What follows belongs to an exercise in optimizing a design on an open flow for small area and a short achievable clock period; a production flow would make more cautious choices.
Only simulation tests tie the RTL to the original design; equivalence was not proved.

Design Top_module, start of the top module:
module Top_module(
    First_Num,
    Second_Num,
    Target_Num,
    Clock,
    Reset,
    Result
    );
Size: ~250 cells after synthesis, ~37 flip-flops, ~100 I/O pins, ~3400 µm² of cells after synthesis.
export LEC_CHECK = 0
export CAP_MARGIN = 20
export CORE_MARGIN = 2
export CORE_UTILIZATION = 40
export SLEW_MARGIN = 20
export SYNTH_HIERARCHICAL = 1
create_clock -name core_clock -period 10.0 [get_ports {Clock}]
standard.sh (not shown) runs the stock make flow with config.mk's settings and CLKGATE_MAP_FILE= SYNTH_SCRIPT=/design/flow/synth_recipe.tcl, a recipe that flattens the netlist after the stock synthesis.
==> flow/flow/run.sh <==
#!/bin/bash
# Standard ORFS layout (the standard.sh), except that:
# - the port buffers are the platform's smallest plain buffer instead of the
#   delay buffer buffer_ports picks by default (every port still gets one);
# - clock tree synthesis uses small clock buffers and adds no dummy loads.
set -euo pipefail
bash standard.sh \
  "BUFFER_PORTS_ARGS=-buffer_cell sky130_fd_sc_hd__buf_1" \
  "CTS_ARGS=-sink_clustering_enable -repair_clock_nets -dont_use_dummy_load -sink_clustering_size 30 -sink_clustering_max_diameter 200 -buf_list {sky130_fd_sc_hd__clkbuf_8}" \
  finish > standard_make.log 2>&1
==> next run, changes <==
--- a/flow/flow/run.sh
+++ b/flow/flow/run.sh
@@ -9 +9 @@
-  "CTS_ARGS=-sink_clustering_enable -repair_clock_nets -dont_use_dummy_load -sink_clustering_size 30 -sink_clustering_max_diameter 200 -buf_list {sky130_fd_sc_hd__clkbuf_8}" \
+  "CTS_ARGS=-sink_clustering_enable -repair_clock_nets -dont_use_dummy_load -root_buf sky130_fd_sc_hd__clkbuf_4 -buf_list {sky130_fd_sc_hd__clkbuf_2 sky130_fd_sc_hd__clkbuf_4}" \
Result:
- fmax hardly moves
- clock-buffer cell count does not change
- setup slack stays flat
- hold slack gains 0.0052 ns
- flip-flop and latch count stays the same
- via count came out lower by about 0.5%
- register-to-register slack hardly moves
- global-route usage stays flat
- die area does not change
- design area drops by 0.78%

========
Top_module, a different RTL version from the one above (not shown whole).
Size: ~230 cells after synthesis, ~29 flip-flops, roughly 100 I/O pins, about 3300 um2 of cells after synthesis.
==> flow/design.v (excerpt) <==
module Top_module(
    First_Num,
    Second_Num,
    Target_Num,
    Clock,
    Reset,
    Result
    );
Settings: LEC_CHECK=0, CAP_MARGIN=20, CORE_MARGIN=2, CORE_UTILIZATION=40, SLEW_MARGIN=20, SYNTH_HIERARCHICAL=1; clock period 10.0 ns.
==> flow/flow/run.sh <==
#!/bin/bash
# Standard ORFS layout (the standard.sh), except that:
# - the port buffers are the platform's smallest plain buffer instead of the
#   delay buffer buffer_ports picks by default (every port still gets one);
# - clock tree synthesis uses small clock buffers and adds no dummy loads.
set -euo pipefail
bash standard.sh \
  "BUFFER_PORTS_ARGS=-buffer_cell sky130_fd_sc_hd__buf_1" \
  "CTS_ARGS=-sink_clustering_enable -repair_clock_nets -dont_use_dummy_load -buf_list {sky130_fd_sc_hd__clkbuf_4 sky130_fd_sc_hd__clkbuf_8}" \
  finish > standard_make.log 2>&1
Change:
--- a/flow/config.mk
+++ b/flow/config.mk
@@ -8,5 +8,6 @@
 export CAP_MARGIN = 20
 export CORE_MARGIN = 2
-export CORE_UTILIZATION = 40
+export CORE_UTILIZATION = 70
+export PLACE_DENSITY = 0.8
 export SLEW_MARGIN = 20
 export SYNTH_HIERARCHICAL = 1
Wire length grows by 7.4%. Final area shrinks by 1.8%. Count of clock-buffer cells in the layout is unchanged.

========
Setup of run a:
Top_module with an RTL version that a note above also has.
Size: about 250 cells after synthesis, ~37 flip-flops, roughly 100 I/O pins, about 0.0034 sq mm of cells after synthesis.
==> flow/config.mk <==
export PLATFORM = sky130hd
export DESIGN_NAME = Top_module
export DESIGN_NICKNAME = Top_module
export VERILOG_FILES = /design/flow/design.v
export SDC_FILE = /design/flow/constraint.sdc
export NUM_CORES = 4
export LEC_CHECK = 0
export ABC_CLOCK_PERIOD_IN_PS = 2000
export CAP_MARGIN = 20
export CORE_MARGIN = 2
export CORE_UTILIZATION = 40
export SLEW_MARGIN = 20
export SYNTH_HIERARCHICAL = 1
==> flow/constraint.sdc <==
create_clock -name core_clock -period 10.0 [get_ports {Clock}]
set_input_delay 2.0000 -clock core_clock [delete_from_list [all_inputs] [get_ports {Clock}]]
set_output_delay 2.0000 -clock core_clock [all_outputs]
set_load 0.01 [all_outputs]
Scripts as last shown in full above: flow/flow/run.sh
What run b does differently from run a at the input level:
Settings: ABC_CLOCK_PERIOD_IN_PS removed (was 2000).
Results
- Run b: done, clean on timing, DRC and antenna
- From run a to run b, area after synthesis did not move at all.
- Run b -> run a: sequential-to-total area share from yosys stat delta 0, exact match
- From run a to run b, final cell count did not move at all.
- From run a to run b the numbers moved as follows: final number of hold-violating endpoints closely matched the old numbers, number of cells on the critical path closely matched the old numbers, parity-gate share of the synthesized area counting xor and xnor cells closely matched the old numbers.

========
Another version of the RTL of Top_module (not shown whole).
For scale: ~260 cells after synthesis, about 37 flip-flops, ~3500 um^2 of cells after synthesis.
==> flow/design.v (excerpt) <==
module Top_module(
    First_Num,
    Second_Num,
    Target_Num,
    Clock,
    Reset,
    Result
    );
	input [31:0] First_Num;
	input [31:0] Second_Num;
	input [31:0] Target_Num;
	input Clock, Reset;
	output reg [1:0] Result;
	wire [31:0] m1 = ~(First_Num ^ Target_Num);  
	wire [31:0] x2 = Second_Num ^ Target_Num;     
	wire hit1 = &m1;
	wire hit2 = ~|x2;
	reg st_0_0;
	reg st_0_1;
	reg st_0_2;
	reg st_0_3;
	reg st_1_0;
	reg st_1_1;
	reg st_1_2;
	reg st_1_3;
	reg st_1_4;
	reg st_1_5;
	reg st_1_6;
	reg st_2_0;
	reg st_2_1;
	reg st_2_2;
	reg st_2_3;
	reg st_2_4;
	reg st_2_5;
	reg st_2_6;
	reg st_2_7;
	reg st_2_8;
	reg st_3_0;
	reg st_3_1;
	reg st_3_2;
	reg st_3_3;
	reg st_4_0;
	reg st_5_0;
	reg st_6_0;
	reg st_7_0;
	reg st_7_1;
	reg st_8_0;
	reg st_9_0;
	wire q1, q2;
	csa_fa u_q1 (.a(st_0_0), .b(st_0_1), .c(st_0_2), .s(q1), .co(q2));
	wire q3, q4;
	csa_fa u_q3 (.a(st_1_0), .b(st_1_1), .c(st_1_2), .s(q3), .co(q4));
	wire q5, q6;
	csa_fa u_q5 (.a(st_1_3), .b(st_1_4), .c(st_1_5), .s(q5), .co(q6));
	wire q7, q8;
	csa_fa u_q7 (.a(st_1_6), .b(q2), .c(q3), .s(q7), .co(q8));
	wire q9, q10;
	csa_fa u_q9 (.a(st_2_0), .b(st_2_1), .c(st_2_2), .s(q9), .co(q10));
	wire q11, q12;
	csa_fa u_q11 (.a(st_2_3), .b(st_2_4), .c(st_2_5), .s(q11), .co(q12));
	wire q13, q14;
	csa_fa u_q13 (.a(st_2_6), .b(st_2_7), .c(st_2_8), .s(q13), .co(q14));
	wire q15, q16;
	csa_fa u_q15 (.a(q4), .b(q6), .c(q11), .s(q15), .co(q16));
	wire q17, q18;
	csa_fa u_q17 (.a(q13), .b(q9), .c(q8), .s(q17), .co(q18));
	wire q19, q20;
	csa_fa u_q19 (.a(st_3_0), .b(st_3_1), .c(st_3_2), .s(q19), .co(q20));
	wire q21, q22;
	csa_fa u_q21 (.a(st_3_3), .b(q10), .c(q12), .s(q21), .co(q22));
	wire q23, q24;
	csa_fa u_q23 (.a(q14), .b(q19), .c(q16), .s(q23), .co(q24));
	wire q25 = q21 ^ q18;
	wire q26 = q21 & q18;
	wire q27, q28;
	csa_fa u_q27 (.a(st_4_0), .b(q20), .c(q22), .s(q27), .co(q28));
	wire q29 = q24 ^ q27;
	wire q30 = q24 & q27;
	wire q31 = st_5_0 ^ q28;
	wire q32 = st_5_0 & q28;
	wire n1, n2;
	csa_fa u_n1 (.a(st_0_3), .b(q1), .c(m1[0]), .s(n1), .co(n2));
	wire n3, n4;
	csa_fa u_n3 (.a(m1[10]), .b(m1[11]), .c(m1[12]), .s(n3), .co(n4));
	wire n5, n6;
	csa_fa u_n5 (.a(m1[13]), .b(m1[14]), .c(m1[15]), .s(n5), .co(n6));
	wire n7, n8;
	csa_fa u_n7 (.a(m1[16]), .b(m1[17]), .c(m1[18]), .s(n7), .co(n8));
	wire n9, n10;
	csa_fa u_n9 (.a(m1[19]), .b(m1[1]), .c(m1[20]), .s(n9), .co(n10));
	wire n11, n12;
  ...
Settings: LEC_CHECK=0, CAP_MARGIN=20, CORE_MARGIN=2, CORE_UTILIZATION=40, SLEW_MARGIN=20, SYNTH_HIERARCHICAL=1; clock period 10.0 ns.
==> flow/flow/run.sh <==
#!/bin/bash
# Standard ORFS layout (the standard.sh), except that:
# - the port buffers are the platform's smallest plain buffer instead of the
#   delay buffer buffer_ports picks by default (every port still gets one);
# - clock tree synthesis uses small clock buffers and adds no dummy loads;
# - timing repair aims for 6.35 ns of setup slack (a 3.65 ns critical path).
set -euo pipefail
bash standard.sh \
  "BUFFER_PORTS_ARGS=-buffer_cell sky130_fd_sc_hd__buf_1" \
  "CTS_ARGS=-sink_clustering_enable -repair_clock_nets -dont_use_dummy_load -root_buf sky130_fd_sc_hd__clkbuf_4 -buf_list {sky130_fd_sc_hd__clkbuf_2 sky130_fd_sc_hd__clkbuf_4}" \
  SETUP_SLACK_MARGIN=6.35 \
  finish > standard_make.log 2>&1
Next try:
==> flow/flow/run.sh (replaced) <==
#!/bin/bash
# Standard ORFS layout (the standard.sh), except that:
# - the port buffers are the platform's smallest plain buffer instead of the
#   delay buffer buffer_ports picks by default (every port still gets one);
# - clock tree synthesis uses small clock buffers and adds no dummy loads.
set -euo pipefail
bash standard.sh \
  "BUFFER_PORTS_ARGS=-buffer_cell sky130_fd_sc_hd__buf_1" \
  "CTS_ARGS=-sink_clustering_enable -repair_clock_nets -dont_use_dummy_load -buf_list {sky130_fd_sc_hd__clkbuf_4 sky130_fd_sc_hd__clkbuf_8}" \
  finish > standard_make.log 2>&1
Effect:
- The new run completed without violations
- critical path depth is unchanged
- final cell count went down by 1.1%
- maximum frequency went down by 4.1%
- clock-buffer cell count does not change
- worst setup slack gets worse by 0.16 ns
- clock skew went down by 0.011 ns
Next try:
--- a/flow/flow/run.sh
+++ b/flow/flow/run.sh
@@ -8,3 +8,3 @@
   "BUFFER_PORTS_ARGS=-buffer_cell sky130_fd_sc_hd__buf_1" \
-  "CTS_ARGS=-sink_clustering_enable -repair_clock_nets -dont_use_dummy_load -buf_list {sky130_fd_sc_hd__clkbuf_4 sky130_fd_sc_hd__clkbuf_8}" \
+  "CTS_ARGS=-sink_clustering_enable -repair_clock_nets -dont_use_dummy_load -root_buf sky130_fd_sc_hd__clkbuf_4 -buf_list {sky130_fd_sc_hd__clkbuf_2 sky130_fd_sc_hd__clkbuf_4}" \
   finish > standard_make.log 2>&1
- The changed run produced a clean layout
- global-route usage fell by 0.12 points
- worst setup slack gets better by 0.064 ns
- wire length fell slightly
- die area does not change
- maximum frequency rose slightly
- register-to-register slack is about the same
- clock-buffer cell count is unchanged
- synthesized area does not change

==> separate check: timing with driven ports <==
Ports are ideal in the flow. The routed layouts listed here were re-timed in OpenROAD.
Step 1 (the two cells are an assumption about what drives the block):
set clk [get_ports {Clock}]
set_driving_cell -lib_cell sky130_fd_sc_hd__clkbuf_16 $clk
set_driving_cell -lib_cell sky130_fd_sc_hd__buf_2 [delete_from_list [all_inputs] $clk]
Step 2 also shifts input and output timing later by t, the mid clock arrival at the registers, as if the neighbouring blocks saw the same clock.
Slacks: ideal / step 1 / step 2; pairs: ideal / step 1.
run	shift t [ns]	slack for setup (ns)	hold WS [ns]	clock arrival spread, ns
the first run of note 1	0.306	6.103 / 6.103 / 5.845	0.467 / 0.467 / 0.467	0.011 / 0.011
the second run of note 1	0.348	6.105 / 6.105 / 5.885	0.473 / 0.473 / 0.473	0.015 / 0.015
the first run of note 2	0.297	5.737 / 5.745 / 5.448	0.472 / 0.472 / 0.472	0.019 / 0.018
the second run of note 2	0.296	5.720 / 5.717 / 5.421	0.479 / 0.479 / 0.479	0.015 / 0.014
run a	0.306	6.103 / 6.103 / 5.845	0.467 / 0.467 / 0.467	0.011 / 0.011
run b	0.306	6.103 / 6.103 / 5.845	0.467 / 0.467 / 0.467	0.011 / 0.011
the first run of note 4	0.343	6.359 / 6.351 / 6.008	0.477 / 0.477 / 0.477	0.031 / 0.030
the second run of note 4	0.307	6.203 / 6.208 / 5.900	0.481 / 0.481 / 0.481	0.019 / 0.019
the third run of note 4	0.347	6.267 / 6.270 / 5.923	0.487 / 0.487 / 0.487	0.038 / 0.038
After both steps setup and hold are still met in every run listed. The setup slack of the first run of note 4, which loses most, moves by -0.008 ns with the drivers and by -0.351 ns with both steps.
